This design comes from an exercise in tuning for small area, a short achievable clock period and few clock cycles on the open sky130 flow, not from production work. The RTL was checked by simulation tests, not by an equivalence proof against the original design. Power and IR drop assume default switching activity.

## alu_top
module alu_top(
    input wire clk,
    input wire reset,
    input wire [7:0] operand_a,
    input wire [7:0] operand_b,
    input wire [1:0] operation,
    input wire start,
    output reg [15:0] result,
    output wire ready,
    output reg overflow,
    output reg zero
);
    wire [7:0] a = operand_a;
    wire [7:0] b = operand_b;
    function [9:0] brow(input [7:0] m, input one, input two, input neg, input ext);
        reg [9:0] m1, m2;
        begin
            m1 = {{2{ext & m[7]}}, m};
            m2 = {ext & m[7], m, 1'b0};
            brow = (({10{one}} & m1) | ({10{two}} & m2)) ^ {10{neg}};
        end
    endfunction
    function [2:0] benc(input [2:0] x);
        benc = {x[1] ^ x[0], (x[2] & ~x[1] & ~x[0]) | (~x[2] & x[1] & x[0]), x[2]};
    endfunction
    reg busy;           
    reg is_div;         
    reg [1:0] cnt;      
    reg flag;           
    reg [7:0] M;        
    reg [16:0] W;       
    wire [7:0] R = W[15:8];
    wire [7:0] QL = W[7:0];
  ...
clock: 7.0 ns
lec_check: 0
abc_area: 1
cap_margin: 20
core_margin: 2
core_utilization: 70
setup_slack_margin: 1.8
slew_margin: 20
standard.sh (not shown) runs the stock make flow with config.mk's settings and CLKGATE_MAP_FILE= SYNTH_SCRIPT=/design/flow/synth_recipe.tcl, a recipe that flattens the netlist after the stock synthesis.
==> flow/flow/run.sh <==
#!/bin/bash
# Standard layout, with the port buffers made of sky130_fd_sc_hd__buf_2 cells
# (buffer_ports otherwise picks the slow clkdlybuf4s50_1). Every port is still buffered.
set -euo pipefail
export BUFFER_PORTS_ARGS="-buffer_cell sky130_fd_sc_hd__buf_2"
bash standard.sh > standard.log 2>&1
The first run went through all stages and came out clean.
Testbench counts at the start, summed over its fixed seeds: cycles 4,589.
Rerun with:
- CTS_BUF_LIST: default -> sky130_fd_sc_hd__clkbuf_8
- SETUP_SLACK_MARGIN: 1.8 -> 2.4
The changed run did not get past 5_1_grt.
Synthesized cell count is unchanged.
Area after synthesis does not change.
Rerun with:
- SETUP_SLACK_MARGIN: 2.4 -> 1.6
Result: This time the run ran to the end with no violations; area after synthesis does not change; synthesized cell count is unchanged.
Rerun with:
- SETUP_SLACK_MARGIN: 1.6 -> 2.0
The changed run completed with no timing, DRC or antenna violations.
Final cell count rose by 1.2%.
First-iteration DRC count goes up by 17%.
Clock-buffer cell count is unchanged.
Register-to-register slack gains 0.35 ns.
Setup slack is better by 0.34 ns.
Die area is unchanged.
Fmax came out higher by 6.9%.
Synthesized area does not change.
Non-clock buffer count goes up by 11.
Sequential power is about the same.
Power grows by 4.3%.

========
v54:
alu_top again, from the RTL that the note above started with.
Settings: LEC_CHECK=0, ABC_AREA=1, CAP_MARGIN=20, CORE_MARGIN=2, CORE_UTILIZATION=70, CTS_BUF_LIST=sky130_fd_sc_hd__clkbuf_8, SETUP_SLACK_MARGIN=1.3, SLEW_MARGIN=20; clock period 7.0 ns.
Scripts as last shown in full above: flow/flow/run.sh
Testbench counts of v54, summed over its fixed seeds: cycles 4,589.
### v54 -> v32
-- flow/config.mk --
<<< v54, line 13
export SETUP_SLACK_MARGIN = 1.3
>>> v32, line 13
export SETUP_SLACK_MARGIN = 1.8
==> comparison <==
v32 finished every step from synthesis to the final layout, and the layout passed the timing, design-rule and antenna checks.
Higher internal portion of total power goes to v32 over v54.
Static leakage power grows slightly when moving from v54 to v32.
input port to output pin as the path type of the worst setup path was reported by v32, and input port to flop by v54.
Summary of v32 over v54: share of cell area taken by multi-input logic gates moved down, final setup slack of the worst path went up, share of the core filled with cells in the final layout saw an increase, combinational power stayed essentially flat.
Input changes introduced in v48 (baseline for comparison: v32):
-- flow/config.mk --
<<< v32, line 13
export SETUP_SLACK_MARGIN = 1.8
>>> v48, line 13
export SETUP_SLACK_MARGIN = 0.2
Looking only at wire length, and setting everything else aside, the higher value of v32 and v48 goes to v32.
Number of signal-net buffers in the layout (v48 vs. v32) decreases by more than 10%
Compared with v32, v48 supports a lower clock frequency.
Share of total power in combinational logic, v32 and v48: larger value in v32
Count of instances resized after the clock tree is built | v48 below v32
> inputs changed (v48 -> v42)
-- flow/config.mk --
<<< v48, line 8
export ABC_AREA = 1
>>> v42, line 8
export ABC_AREA = 0
<<< v48, line 13
export SETUP_SLACK_MARGIN = 0.2
>>> v42, line 13
export SETUP_SLACK_MARGIN = 1.8
==> notes.md <==
v42 vs. v48: synthesized cell count dropped 17; die area climbed 11%; clock period minus worst slack dropped 0.49 ns; standard-cell row count climbed 2; power climbed 180 uW. Taking v48 as the reference point, the sequential share of layout area of v42 falls by 1.7 points. v42 ended up with compound AO/OA/AOI/OAI gates as its combinational family with the most area after synthesis; v48 ended up with simple AND/OR/NAND/NOR gates.
Input changes introduced in v23 (baseline for comparison: v42):
-- flow/config.mk --
<<< v42, line 8
export ABC_AREA = 0
>>> v23, line 8
export ABC_AREA = 1
<<< v42, line 12
export CTS_BUF_LIST = sky130_fd_sc_hd__clkbuf_8
export SETUP_SLACK_MARGIN = 1.8
>>> v23, line 12
export CTS_BUF_LIST = sky130_fd_sc_hd__clkbuf_4
export SETUP_SLACK_MARGIN = 1.9
==> notes.md <==
In the flow results for v42 and v23, the cell area after layout is smaller on v23. Area growth from synthesis to final layout in v23 is 1.0 points below v42. Core footprint (higher): v42. Diff v42 -> v23 | critical path depth | decrease of 6. Fraction of power consumed by the clock network: v42 and v23 compared, lower one is v23. Summary of v23 over v42: largest fanout of any net on the critical path picked up an extra 4, die area lost 9.9%, routed wire length lost 8.4%, number of ordinary inverters in the final layout picked up an extra about 150%. On number of placed cells counting well taps, the lower figure sits with v42, not v23. Relative to v42, power in the clock group has decreased by about 30% in v23.

port drivers added, routing unchanged:
In the flow no input, the clock included, has a driving cell. The finished layouts below were timed again as built, in two steps.
Step 1, drivers: a clkbuf_16 drives clk and a buf_2 each remaining input, both assumed.
Step 2 adds t to the input delays and takes it off the output delays; t is the mean of the earliest and latest rising clock arrival at the registers after step 1. Input paths then give back, and output paths get back, about the clock's delay inside the block.
a / b / c = ideal / step 1 / step 2; a / b = the first two.
| run | t, ns | slack for setup (ns) | worst register clock-pin slew, ns | cell pins on the clock port's net |
|---|---|---|---|---|
| the first run of note 1 | 0.310 | 1.928 / 1.908 / 1.759 | 0.08 / 0.08 | 1 |
| the third run of note 1 | 0.305 | 1.795 / 1.774 / 1.573 | 0.08 / 0.08 | 1 |
| the fourth run of note 1 | 0.310 | 2.130 / 2.094 / 1.856 | 0.08 / 0.08 | 1 |
| v54 | 0.308 | 1.656 / 1.665 / 1.357 | 0.08 / 0.08 | 1 |
| v32 | 0.308 | 1.954 / 1.934 / 1.765 | 0.08 / 0.08 | 1 |
| v48 | 0.309 | 1.365 / 1.337 / 1.363 | 0.08 / 0.08 | 1 |
| v42 | 0.322 | 1.850 / 1.833 / 1.601 | 0.07 / 0.07 | 1 |
| v23 | 0.358 | 2.066 / 2.040 / 1.736 | 0.11 / 0.11 | 1 |
After both steps every run listed still meets setup and hold. For v23, which loses most, drivers alone change the setup slack by -0.026 ns; drivers and shift together by -0.330 ns.
